Context: an optimization exercise on an open-source flow, tuned for small area, a short achievable clock period and few clock cycles per item. The choices shown serve that exercise and are no tape-out recipe. Where RTL was checked, it was by simulation tests only, not by an equivalence proof against the original. Power is estimated from default activity; no workload was simulated.

==> module ALU, before the edit <==
module ALU #(
    parameter WIDTH = 32
)(
    input [WIDTH-1:0] num_1,
    input [WIDTH-1:0] num_2,
    input [WIDTH-1:0] sub_reg_input,
    input [3:0] opcode,
    input clk,
    output [WIDTH-1:0] result,
    output [WIDTH-1:0] sub_reg_result,
    output done,
    output [3:0] flag
);
    reg  [3:0] op_r;      
    reg        first_r;   
    reg        rdy_r;     
    reg  [3:0] cnt;
    reg        skp;       
    reg        noskip;    
    reg        mul_r;     
    reg        div_r;     
    wire same = (opcode == op_r);
    assign done = rdy_r & same;
    wire s_add = (opcode == 4'd0);
    wire s_sub = (opcode == 4'd1);
    wire s_mul = (opcode == 4'd2);
    wire s_div = (opcode == 4'd3);
    wire s_neg = (opcode == 4'd4);
    wire s_and = (opcode == 4'd5);
    wire s_or  = (opcode == 4'd6);
    wire s_xor = (opcode == 4'd7);
    wire s_not = (opcode == 4'd8);
    wire s_idle = opcode[3] & (opcode[2:0] != 3'd0);
    reg [33:0] H;       
    reg [32:0] L;       
    reg [31:0] Yr;      
    reg        dinv;    
    reg        ovf_r;   
    reg        sz_r;    
    reg        neg_r;   
    reg        w_r;     
    always @(posedge clk) begin
        Yr   <= opcode[0] ? (num_2 ^ {32{~num_2[31]}}) : num_1;
        dinv <= ~num_2[31];
    end
    wire [35:0] ys = {{4{Yr[31]}}, Yr};
    wire        sz = sub_reg_input[31];
    wire        sd = num_2[31];
    wire [31:0] n_hi = sub_reg_input ^ {32{sz}};
    wire [31:0] n_lo = num_1 ^ {32{sz}};
    wire [35:0] a_s = {{4{num_1[31]}}, num_1};
    wire [35:0] b_s = {{4{num_2[31]}}, num_2};
    wire        st_inv = opcode[2] | (opcode[1] ? ~sd : opcode[0]);
    wire [32:0] st_x   = opcode[2] ? 33'd0 : (opcode[1] ? {1'b0, n_hi} : a_s[32:0]);
    wire [32:0] st_y   = opcode[2] ? ~a_s[32:0] : (b_s[32:0] ^ {33{st_inv}});
    wire [32:0] S0     = st_x + st_y + {32'd0, st_inv};    
    function [2:0] booth;   
        input b1, b0, bm;
        booth = {b1, (b1 & ~b0 & ~bm) | (~b1 & b0 & bm), b0 ^ bm};
    endfunction
    reg  [2:0]  bt0, bt1;    
    wire [35:0] y0 = ((bt0[0] ? ys : 36'd0) | (bt0[1] ? {ys[34:0], 1'b0} : 36'd0)) ^ {36{bt0[2]}};
    wire [35:0] y1 = ((bt1[0] ? {ys[33:0], 2'b0} : 36'd0) | (bt1[1] ? {ys[32:0], 3'b0} : 36'd0)) ^ {36{bt1[2]}};
    wire [35:0] hx = {{2{H[33]}}, H};
    wire [35:0] cs_s = hx ^ y0 ^ y1;
    wire [35:0] cs_c = {(hx[34:0] & y0[34:0]) | (hx[34:0] & y1[34:0]) | (y0[34:0] & y1[34:0]), bt1[2]};
    wire [35:0] P = {H, L[32], L[31]};        
    wire [35:0] dm1 = ys;                     
    wire [35:0] dm2 = {ys[34:0], dinv};       
    wire [35:0] S2 = P + dm2 + {35'd0, dinv};
    wire        g2 = ~S2[35];
    wire [35:0] a1 = mul_r ? cs_s : (g2 ? S2 : P);
    wire [35:0] b1 = mul_r ? cs_c : dm1;
    wire        c1 = mul_r ? bt0[2] : dinv;
    wire [35:0] S1 = a1 + b1 + {35'd0, c1};
    wire        g1 = ~S1[35];
    wire e1 = &S1, e2 = &S2;
    wire        st_arith = s_add | s_sub | s_neg;
    wire        skp_st = s_div & ~noskip & (n_hi == 32'd0) & ((num_2 ^ {32{sd}}) >= 32'd8);
    wire [31:0] l_other = s_mul ? num_2 :
                          skp_st ? {n_lo[17:0], 14'd0} :
                          s_div ? n_lo :
                          s_and ? (num_1 & num_2) :
                          s_or  ? (num_1 | num_2) :
                          s_xor ? (num_1 ^ num_2) : ~num_1;
    wire [33:0] r_new = g1 ? S1[33:0] : g2 ? S2[33:0] : P[33:0];
    always @(posedge clk) begin
        op_r  <= opcode;
        mul_r <= s_mul;
        div_r <= s_div;
        if (s_idle) begin
            first_r <= 1'b1;
            rdy_r   <= 1'b0;
            noskip  <= 1'b0;
        end else if (first_r) begin
            first_r <= 1'b0;
            rdy_r   <= ~(s_mul | s_div) | (s_div & ~S0[32]);
            cnt     <= skp_st ? 4'd7 : 4'd0;
            skp     <= skp_st;
            noskip  <= 1'b0;
        end else if (rdy_r | ~same | (skp & g1 & g2)) begin
            first_r <= 1'b1;
            rdy_r   <= 1'b0;
            noskip  <= skp & same;
            skp     <= 1'b0;
        end else begin
            skp     <= 1'b0;
            cnt     <= cnt + 4'd1;
            rdy_r   <= mul_r ? (cnt == 4'd7) : (cnt == 4'd15);
        end
    end
    always @(posedge clk) begin
        if (first_r) begin
            H     <= ~s_div ? 34'd0 : skp_st ? {20'd0, n_lo[31:18]} : {2'b0, n_hi};
            L[32:1] <= st_arith ? S0[31:0] : l_other;
            L[0]  <= 1'b0;
            bt0   <= booth(num_2[1], num_2[0], 1'b0);
            bt1   <= booth(num_2[3], num_2[2], num_2[1]);
            ovf_r <= (st_arith & (S0[32] ^ S0[31])) | (s_div & ~S0[32]);
            sz_r  <= s_div & sz;
            neg_r <= s_div & (sz ^ sd);
            w_r   <= s_div & sz & (&S0);
        end else begin
            H     <= mul_r ? {{2{S1[35]}}, S1[35:4]} : r_new;
            L     <= mul_r ? {S1[3:0], L[32:5], L[0]} : {L[30:1], g2, g1, L[0]};
            bt0   <= booth(L[6], L[5], L[4]);
            bt1   <= booth(L[8], L[7], L[6]);
            w_r   <= sz_r & (e1 | e2 | (w_r & L[32] & L[31]));
        end
    end
    wire [32:0] q = {1'b0, L[32:1] ^ {32{neg_r}}} + {32'd0, neg_r ^ w_r};
    wire l_nz = |L[32:1];
    wire lo_nz  = |L[31:1];
    wire lo_one = &L[31:1];
    wire range_ovf = L[32] & (neg_r ? (lo_nz | w_r) : 1'b1) | (~neg_r & w_r & lo_one);
    wire div_ovf = div_r & (ovf_r | range_ovf);
    assign result = div_ovf ? 32'd0 : q[31:0];
    assign sub_reg_result = (mul_r | (div_r & ~div_ovf & ~w_r)) ? (H[31:0] ^ {32{sz_r}}) : 32'd0;
    assign flag[3] = div_ovf | (~div_r & ovf_r);
    assign flag[2] = div_ovf | (~l_nz & ~w_r & (~mul_r | (H[31:0] == 32'd0)));
    assign flag[1] = ~div_ovf & (mul_r ? H[31] : q[31]);
    assign flag[0] = ~div_r & ovf_r;
endmodule
Settings: LEC_CHECK=0, CAP_MARGIN=20, CORE_MARGIN=2, CORE_UTILIZATION=40, PLACE_DENSITY=0.6, SETUP_SLACK_MARGIN=5, SLEW_MARGIN=20; clock period 11.0 ns.
standard.sh (not shown) runs the stock make flow with config.mk's settings and CLKGATE_MAP_FILE= SYNTH_SCRIPT=/design/flow/synth_recipe.tcl, a recipe that flattens the netlist after the stock synthesis.
==> flow/flow/run.sh <==
#!/bin/bash
# The standard layout (the standard.sh: ORFS synth .. finish), with the
# ports buffered by buf_2 cells instead of the delay cells buffer_ports picks.
# Clock period and constraints unchanged.
set -euo pipefail
bash standard.sh finish "BUFFER_PORTS_ARGS=-buffer_cell sky130_fd_sc_hd__buf_2" > standard.log 2>&1
==> next run, changes <==
--- a/flow/design.v
+++ b/flow/design.v
@@ -14,10 +14,8 @@
     reg  [3:0] op_r;      
     reg        first_r;   
     reg        rdy_r;     
     reg  [3:0] cnt;
-    reg        skp;       
-    reg        noskip;    
     reg        mul_r;     
     reg        div_r;     
     wire same = (opcode == op_r);
     assign done = rdy_r & same;
@@ -68,18 +66,18 @@
     wire [35:0] dm1 = ys;                     
     wire [35:0] dm2 = {ys[34:0], dinv};       
     wire [35:0] S2 = P + dm2 + {35'd0, dinv};
     wire        g2 = ~S2[35];
-    wire [35:0] a1 = mul_r ? cs_s : (g2 ? S2 : P);
-    wire [35:0] b1 = mul_r ? cs_c : dm1;
+    wire [35:0] d3_s = P ^ dm1 ^ dm2;
+    wire [35:0] d3_c = {(P[34:0] & dm1[34:0]) | (P[34:0] & dm2[34:0]) | (dm1[34:0] & dm2[34:0]), dinv};
+    wire [35:0] a1 = mul_r ? cs_s : (g2 ? d3_s : P);
+    wire [35:0] b1 = mul_r ? cs_c : (g2 ? d3_c : dm1);
     wire        c1 = mul_r ? bt0[2] : dinv;
     wire [35:0] S1 = a1 + b1 + {35'd0, c1};
     wire        g1 = ~S1[35];
     wire e1 = &S1, e2 = &S2;
     wire        st_arith = s_add | s_sub | s_neg;
-    wire        skp_st = s_div & ~noskip & (n_hi == 32'd0) & ((num_2 ^ {32{sd}}) >= 32'd8);
     wire [31:0] l_other = s_mul ? num_2 :
-                          skp_st ? {n_lo[17:0], 14'd0} :
                           s_div ? n_lo :
                           s_and ? (num_1 & num_2) :
                           s_or  ? (num_1 | num_2) :
                           s_xor ? (num_1 ^ num_2) : ~num_1;
@@ -90,29 +88,23 @@
         div_r <= s_div;
         if (s_idle) begin
             first_r <= 1'b1;
             rdy_r   <= 1'b0;
-            noskip  <= 1'b0;
         end else if (first_r) begin
             first_r <= 1'b0;
             rdy_r   <= ~(s_mul | s_div) | (s_div & ~S0[32]);
-            cnt     <= skp_st ? 4'd7 : 4'd0;
-            skp     <= skp_st;
-            noskip  <= 1'b0;
-        end else if (rdy_r | ~same | (skp & g1 & g2)) begin
+            cnt     <= 4'd0;
+        end else if (rdy_r | ~same) begin
             first_r <= 1'b1;
             rdy_r   <= 1'b0;
-            noskip  <= skp & same;
-            skp     <= 1'b0;
         end else begin
-            skp     <= 1'b0;
             cnt     <= cnt + 4'd1;
             rdy_r   <= mul_r ? (cnt == 4'd7) : (cnt == 4'd15);
         end
     end
     always @(posedge clk) begin
         if (first_r) begin
-            H     <= ~s_div ? 34'd0 : skp_st ? {20'd0, n_lo[31:18]} : {2'b0, n_hi};
+            H     <= s_div ? {2'b0, n_hi} : 34'd0;
             L[32:1] <= st_arith ? S0[31:0] : l_other;
             L[0]  <= 1'b0;
             bt0   <= booth(num_2[1], num_2[0], 1'b0);
             bt1   <= booth(num_2[3], num_2[2], num_2[1]);
Outcome:
- worst setup slack improved by 0.45 ns
- global-route usage fell by 4.4 points
- design area goes up by a few percent
- sequential power went up by roughly a tenth
- total power goes up by about a fifth
- count of clock-buffer cells in the layout falls by 5
- first-iteration DRC count decreases by a quarter to a third
- critical path depth came out lower by 5
Testbench counts after the change, summed over its fixed seeds: cycles 159,008, ops 24,000.
Function not checked in the first run of this note: the RTL went through the layout flow alone.

[static timing again, ports no longer ideal]
The flow's constraints put no driver on any port. The routed layouts listed below were extracted and timed again, unchanged, in two steps.
Step 1: set_driving_cell puts a clkbuf_16 on clk and a buf_2 on each other input, an assumption about the parent block.
Step 2 times the ports against the registers' clock, not the clock port: input delays grow and output delays shrink by t, the midpoint of the rising clock arrivals with the driver on.
a / b / c = ideal ports / drivers / drivers and shift; a / b = the first two.
| run | t, ns | setup slack, ns | hold WS [ns] | clock arrival spread, ns | cell pins on the clock port's net |
|---|---|---|---|---|---|
| the first run | 0.518 | 4.543 / 4.543 / 4.209 | 0.612 / 0.612 / 0.612 | 0.020 / 0.020 | 1 |
| the second run | 0.507 | 4.991 / 5.013 / 4.506 | 0.596 / 0.596 / 0.596 | 0.016 / 0.016 | 1 |
After both steps setup and hold are still met in every run listed. The setup slack of the second run, which loses most, moves by +0.022 ns with the drivers and by -0.485 ns with both steps.
